This is an optimization exercise on Yosys and OpenROAD, whose aim is small area and few clock cycles per item, not a production implementation. The RTL was checked by simulation tests, not by an equivalence proof against the original design.

Design mul_op, start of the top module:
module mul_op #(parameter INPUTS = 2,
		parameter OUTPUTS = 1,
		parameter DATA_IN_SIZE = 32,
		parameter DATA_OUT_SIZE = 32)
		(
		input clk,
		input rst,
		input [INPUTS * (DATA_IN_SIZE)- 1 : 0]data_in_bus,
		input [INPUTS - 1 : 0]valid_in_bus,
		output [INPUTS - 1 : 0] ready_in_bus,
		output [OUTPUTS * (DATA_OUT_SIZE) - 1 : 0]data_out_bus,
		output [OUTPUTS - 1 : 0]valid_out_bus,
		input 	[OUTPUTS - 1 : 0] ready_out_bus
);
	wire join_valid, oehb_ready;
	wire [DATA_OUT_SIZE - 1 : 0] product;
	joinC #(.N(INPUTS)) add_fork(.valid_in(valid_in_bus), .ready_in(ready_in_bus), .valid_out(join_valid), .ready_out(oehb_ready));
	mul_comb multiply_unit (.a(data_in_bus[0 * DATA_IN_SIZE +: DATA_IN_SIZE]), .b(data_in_bus[1 * DATA_IN_SIZE +: DATA_IN_SIZE]), .p(product));
	OEHB #(.INPUTS(1), .OUTPUTS(1), .DATA_IN_SIZE(DATA_OUT_SIZE), .DATA_OUT_SIZE(DATA_OUT_SIZE)) oehb_buffer (.clk(clk), .rst(rst),
										 .data_in_bus(product), .valid_in_bus(join_valid), .ready_in_bus(oehb_ready),
										 .data_out_bus(data_out_bus), .valid_out_bus(valid_out_bus[0]), .ready_out_bus(ready_out_bus[0]));
endmodule
For scale: roughly 1100 cells after synthesis, roughly 11000 sq um of cells after synthesis.
clock: 8.0 ns
lec_check: 0
abc_area: 1
cap_margin: 20
core_margin: 2
core_utilization: 60
cts_buf_list: sky130_fd_sc_hd__clkbuf_8
gpl_timing_driven: 0
place_density: 0.75
slew_margin: 20
synth_hierarchical: 1
standard.sh (not shown) runs the stock make flow with config.mk's settings and CLKGATE_MAP_FILE= SYNTH_SCRIPT=/design/flow/synth_recipe.tcl, a recipe that flattens the netlist after the stock synthesis.
==> flow/flow/run.sh <==
#!/bin/bash
# The standard layout (standard.sh) with three changes to how it is made:
#  - ABC's area script for the synthesis's technology mapping is flow/abc_area.script
#    (run from a copy of ORFS's scripts folder that differs only in that file);
#  - the port buffers are made from the smallest buffer cell, buf_1;
#  - clock tree synthesis uses clkbuf_8 for its root and tree buffers and adds no dummy loads; its sink clusters may hold up to 50 registers.
# The synthesis is otherwise the standard one (synth_recipe.tcl), so the registers
# and their names are the standard synthesis's.
set -euo pipefail
cd "$(dirname "$0")/.."
W=$PWD
rm -rf "$W/scripts_abc"
cp -r "$FLOW_HOME/scripts" "$W/scripts_abc"
cp "$W/flow/abc_area.script" "$W/scripts_abc/abc_area.script"
diff -r "$FLOW_HOME/scripts" "$W/scripts_abc" > scripts_diff.log 2>&1 || true
bash standard.sh "SCRIPTS_DIR=$W/scripts_abc" 'BUFFER_PORTS_ARGS=-buffer_cell sky130_fd_sc_hd__buf_1' \
  'CTS_ARGS=-sink_clustering_enable -repair_clock_nets -root_buf sky130_fd_sc_hd__clkbuf_8 -buf_list sky130_fd_sc_hd__clkbuf_8 -dont_use_dummy_load -sink_clustering_size 50 -sink_clustering_max_diameter 500' finish > standard_sh.log 2>&1 || { tail -50 standard_sh.log; exit 1; }
tail -5 standard_sh.log
ls -l out/final.def
==> flow/flow/abc_area.script <==
strash
dch
map -a
topo
Testbench counts at the start, summed over its fixed seeds: cycles 12,008, items 12,000.
Next try:
--- a/flow/flow/run.sh
+++ b/flow/flow/run.sh
@@ -2 +2 @@
-# The standard layout (standard.sh) with three changes to how it is made:
+# The standard layout (standard.sh) with two changes to how it is made:
@@ -6 +6 @@
-#  - clock tree synthesis uses clkbuf_8 for its root and tree buffers and adds no dummy loads; its sink clusters may hold up to 50 registers.
+#  - clock tree synthesis uses clkbuf_8 for its root and tree buffers and adds no dummy loads.
@@ -17 +17 @@
-  'CTS_ARGS=-sink_clustering_enable -repair_clock_nets -root_buf sky130_fd_sc_hd__clkbuf_8 -buf_list sky130_fd_sc_hd__clkbuf_8 -dont_use_dummy_load -sink_clustering_size 50 -sink_clustering_max_diameter 500' finish > standard_sh.log 2>&1 || { tail -50 standard_sh.log; exit 1; }
+  'CTS_ARGS=-sink_clustering_enable -repair_clock_nets -root_buf sky130_fd_sc_hd__clkbuf_8 -buf_list sky130_fd_sc_hd__clkbuf_8 -dont_use_dummy_load' finish > standard_sh.log 2>&1 || { tail -50 standard_sh.log; exit 1; }
Settings changed: CORE_UTILIZATION 60 to 40, PLACE_DENSITY 0.75 to not set.
After rerunning: The changed run passed the timing, DRC and antenna checks; hold slack is better by 35 ps; global-route usage shrinks by 8.9 points; wire length grows by 7.4%; register-to-register slack is worse by 30 ps; setup slack is better by 19 ps; count of clock-buffer cells in the layout is unchanged; via count shrinks by about 1.6%.
Next try:
--- a/flow/flow/run.sh
+++ b/flow/flow/run.sh
@@ -2 +2 @@
-# The standard layout (standard.sh) with two changes to how it is made:
+# The standard layout (standard.sh) with three changes to how it is made:
Settings changed: CORE_UTILIZATION 40 to 75, CTS_BUF_LIST sky130_fd_sc_hd__clkbuf_8 to not set, PLACE_DENSITY set to 0.85.
First-iteration DRC count goes up by well over a third. Die area went down by well over a third. Clock-buffer cell count does not change. Setup slack is worse by 160 ps. Hold slack improves by 18 ps. Sequential share of layout area rose by 0.16 points. Routed wire length fell slightly. Non-clock buffer count does not change.
Next try:
==> flow/flow/run.sh (replaced) <==
#!/bin/bash
# The standard layout (standard.sh) with two changes to how it is made:
#  - ABC's area script for the synthesis's technology mapping is flow/abc_area.script
#    (run from a copy of ORFS's scripts folder that differs only in that file);
#  - the port buffers are made from the smallest buffer cell, buf_1.
# The synthesis is otherwise the standard one (synth_recipe.tcl), so the registers
# and their names are the standard synthesis's.
set -euo pipefail
cd "$(dirname "$0")/.."
W=$PWD
rm -rf "$W/scripts_abc"
cp -r "$FLOW_HOME/scripts" "$W/scripts_abc"
cp "$W/flow/abc_area.script" "$W/scripts_abc/abc_area.script"
diff -r "$FLOW_HOME/scripts" "$W/scripts_abc" > scripts_diff.log 2>&1 || true
bash standard.sh "SCRIPTS_DIR=$W/scripts_abc" 'BUFFER_PORTS_ARGS=-buffer_cell sky130_fd_sc_hd__buf_1' finish > standard_sh.log 2>&1 || { tail -50 standard_sh.log; exit 1; }
tail -5 standard_sh.log
ls -l out/final.def
Settings changed: CORE_UTILIZATION 75 to 40, GPL_TIMING_DRIVEN 0 to not set, PLACE_DENSITY 0.85 to not set.
Result: Clock-buffer cell count rises by 1. Worst setup slack gets better by 270 ps. Global-route usage goes down by 18 points. Design area grows by 4.4%. Synthesized area stays the same. Clock skew drops by 6.7 ps.

-- what the ideal ports hide --
The flow's constraints put no driver on any port. The routed layouts listed below were extracted and timed again, unchanged, in two steps. Step 1, drivers: a clkbuf_16 drives clk and a buf_2 each remaining input, both assumed. Step 2 also shifts input and output timing later by t, the mid clock arrival at the registers, as if the neighbouring blocks saw the same clock. Slacks: ideal ports / drivers / drivers and shift; pairs: ideal ports / drivers.
run	t (ns)	setup slack, ns	worst setup path after step 2
the first run	0.363	0.327 / 0.344 / -0.019	input to register
the second run	0.370	0.346 / 0.371 / 0.000	input to register
the third run	0.364	0.189 / 0.199 / -0.165	input to register
the fourth run	0.351	0.459 / 0.485 / 0.134	input to register
With both steps, setup timing fails in the first run and the third run, where it was met with ideal ports. The setup slack of the third run, which loses most, moves by +0.010 ns with the drivers and by -0.354 ns with both steps.
